From an optimization exercise on the open Yosys and OpenROAD flow, aimed at small area, a short achievable clock period and few clock cycles; shortcuts taken in it are not production practice.
The RTL was checked by simulation tests, not by an equivalence proof against the original design.

==> flow/design.v <==
module vsa16(clock, rst, PC, instruction, ALUOutput, datain, dataout, wr);
    input         clock;
    input         rst;
    output [11:0] PC;
    input  [15:0] instruction;
    output [15:0] ALUOutput;
    input  [15:0] datain;
    output [15:0] dataout;
    output        wr;
    reg [10:0] pc_q;                 
    reg [15:0] R1, R2, R3;           
    reg [15:0] xp;                   
    reg [15:0] xg;                   
    reg [3:0]  xf;                   
    reg        x_we;                 
    reg        x_ld;                 
    reg [1:0]  x_rd;
    reg        wr;                   
    reg [1:0]  x_rs2;                
    assign PC = {pc_q, 1'b0};
    wire [15:0] p = xp;
    wire [15:0] g = xg;
    reg  [15:0] pg, pp;              
    integer     l, k;
    always @(*) begin
        pg = g;
        pp = p;
        for (l = 0; l < 4; l = l + 1)
            for (k = 15; k >= 0; k = k - 1)
                if ((k >> l) & 1) begin
                    pg[k] = pg[k] | (pp[k] & pg[((k >> l) << l) - 1]);
                    pp[k] = pp[k] & pp[((k >> l) << l) - 1];
                end
    end
    wire [15:0] sum = p ^ {pg[14:0], 1'b0};
    assign ALUOutput = sum;
    wire [15:0] res = ({16{xf[0]}} & sum)
                    | ({16{xf[1]}} & g)
                    | ({16{xf[2]}} & p)
                    | ({16{xf[3]}} & {1'b0, xp[15:1]});
    wire [15:0] wdata = x_ld ? datain : res;
    reg [15:0] sd;
    always @(*) begin
        case (x_rs2)
            2'd1: sd = R1;
            2'd2: sd = R2;
            2'd3: sd = R3;
            default: sd = 16'd0;
        endcase
    end
    assign dataout = sd;
    wire [2:0]  op  = instruction[2:0];
    wire [1:0]  rs1 = instruction[4:3];
    wire [1:0]  rs2 = instruction[6:5];
    wire [1:0]  rd  = instruction[8:7];
    wire [2:0]  fn  = instruction[11:9];    
    wire [15:0] imm = {{7{instruction[15]}}, instruction[15:7]};
    wire is_lw   = op == 3'd0;
    wire is_sw   = op == 3'd1;
    wire is_beqz = op == 3'd2;
    wire is_rr   = op == 3'd3;
    wire is_addi = op == 3'd4;
    wire is_subi = op == 3'd5;
    wire fwd1 = x_we && x_rd == rs1;
    wire fwd2 = x_we && x_rd == rs2;
    reg [15:0] A, B;
    always @(*) begin
        if (fwd1) A = wdata;
        else case (rs1)
            2'd1: A = R1;
            2'd2: A = R2;
            2'd3: A = R3;
            default: A = 16'd0;
        endcase
        if (fwd2) B = wdata;
        else case (rs2)
            2'd1: B = R1;
            2'd2: B = R2;
            2'd3: B = R3;
            default: B = 16'd0;
        endcase
    end
    wire        sub  = is_subi | (is_rr & fn == 3'd1);
    wire        srl  = is_rr & fn >= 3'd5;      
    wire [15:0] op2  = is_rr ? B : imm;
    wire [15:0] op2x = srl ? 16'd0 : sub ? ~op2 : op2;
    wire [15:0] pa   = A ^ op2x;
    wire [15:0] ga   = A & op2x;
    wire [3:0]  f    = {is_rr & fn >= 3'd5, is_rr & (fn == 3'd3 | fn == 3'd4), is_rr & (fn == 3'd2 | fn == 3'd3), ~is_rr | fn <= 3'd1};
    wire [1:0] dest = is_rr ? rd : ((is_lw | is_addi | is_subi) ? rs2 : 2'd0);
    reg za;
    always @(*) begin
        if (fwd1) za = wdata == 16'd0;
        else case (rs1)
            2'd1: za = R1 == 16'd0;
            2'd2: za = R2 == 16'd0;
            2'd3: za = R3 == 16'd0;
            default: za = 1'b1;
        endcase
    end
    wire        taken = is_beqz & za;
    wire [10:0] npc   = pc_q + 11'd1;
    wire [10:0] tpc   = pc_q + 11'd1 + imm[10:0];
    always @(posedge clock) begin
        xp    <= {pa[15:1], pa[0] ^ sub};
        xg    <= {ga[15:1], ga[0] | (pa[0] & sub)};
        xf    <= f;
        x_ld  <= is_lw;
        x_rd  <= dest;
        x_rs2 <= rs2;
        if (rst) begin
            pc_q <= 11'd0;
            x_we <= 1'b0;
            wr   <= 1'b0;
        end else begin
            pc_q <= taken ? tpc : npc;
            x_we <= dest != 2'd0;
            wr   <= is_sw;
        end
    end
    always @(posedge clock) begin
        if (rst) begin
            R1 <= 16'd0;
            R2 <= 16'd0;
            R3 <= 16'd0;
        end else if (x_we) begin
            if (x_rd == 2'd1) R1 <= wdata;
            if (x_rd == 2'd2) R2 <= wdata;
            if (x_rd == 2'd3) R3 <= wdata;
        end
    end
endmodule
export LEC_CHECK = 0
export ABC_AREA = 1
export CAP_MARGIN = 20
export CORE_MARGIN = 2
export CORE_UTILIZATION = 40
export CTS_BUF_LIST = sky130_fd_sc_hd__clkbuf_8
export SETUP_SLACK_MARGIN = 3.8
export SLEW_MARGIN = 20
create_clock -name core_clock -period 7.0 [get_ports {clock}]
standard.sh (not shown) runs the stock make flow with config.mk's settings and CLKGATE_MAP_FILE= SYNTH_SCRIPT=/design/flow/synth_recipe.tcl, a recipe that flattens the netlist after the stock synthesis.
==> flow/flow/run.sh <==
#!/bin/bash
# Standard ORFS layout (the standard.sh, unchanged synthesis), with two
# placement/sizing settings changed:
#  - port buffers are plain buf cells instead of the platform's default
#    delay-buffer choice;
#  - the resizer may swap cells across footprints (MATCH_CELL_FOOTPRINT=0),
#    so port buffers and other cells can be sized to the timing they see.
# Every tool's output is in orfs/logs/ (one log per ORFS step); make's own
# output is in flow_make.log.
set -euo pipefail
bash standard.sh MATCH_CELL_FOOTPRINT=0 \
  "BUFFER_PORTS_ARGS=-buffer_cell sky130_fd_sc_hd__buf_1" \
  finish > flow_make.log 2>&1
The starting point ran to the end with no violations.
Testbench counts at the start, summed over its fixed seeds: cycles 22,626.
Edit:
- SETUP_SLACK_MARGIN: 3.8 -> 3.5
After rerunning: Final cell count shrinks by 0.47%; synthesized cell count stays the same; via count grows by 0.33%; setup slack got worse by 0.082 ns; global-route usage grows by 0.31 points; routed wire length grows by 1.6%; register-to-register slack got worse by 0.14 ns.

==> afterwards: timing with drivers on the ports <==
The flow's constraints put no driver on any port. The routed layouts listed below were extracted and timed again, unchanged, in two steps.
Step 1 sets driving cells, clkbuf_16 on the clock port and buf_2 on the other inputs (assumed; they add their load-dependent delay and slew).
Step 2 also shifts input and output timing later by t, the mid clock arrival at the registers, as if the neighbouring blocks saw the same clock.
Slacks: ideal ports / drivers / drivers and shift; pairs: ideal ports / drivers.
| run | t (ns) | setup slack, ns | clock arrival spread, ns | worst slew at a driven data input, ns | pins driven straight from the clock port |
|---|---|---|---|---|---|
| the first run | 0.429 | 3.699 / 3.656 / 3.545 | 0.010 / 0.010 | 0.04 | 1 |
| the second run | 0.427 | 3.617 / 3.578 / 3.208 | 0.013 / 0.014 | 0.04 | 1 |
After both steps every run listed still meets setup and hold. For the second run, which loses most, drivers alone change the setup slack by -0.039 ns; drivers and shift together by -0.409 ns.
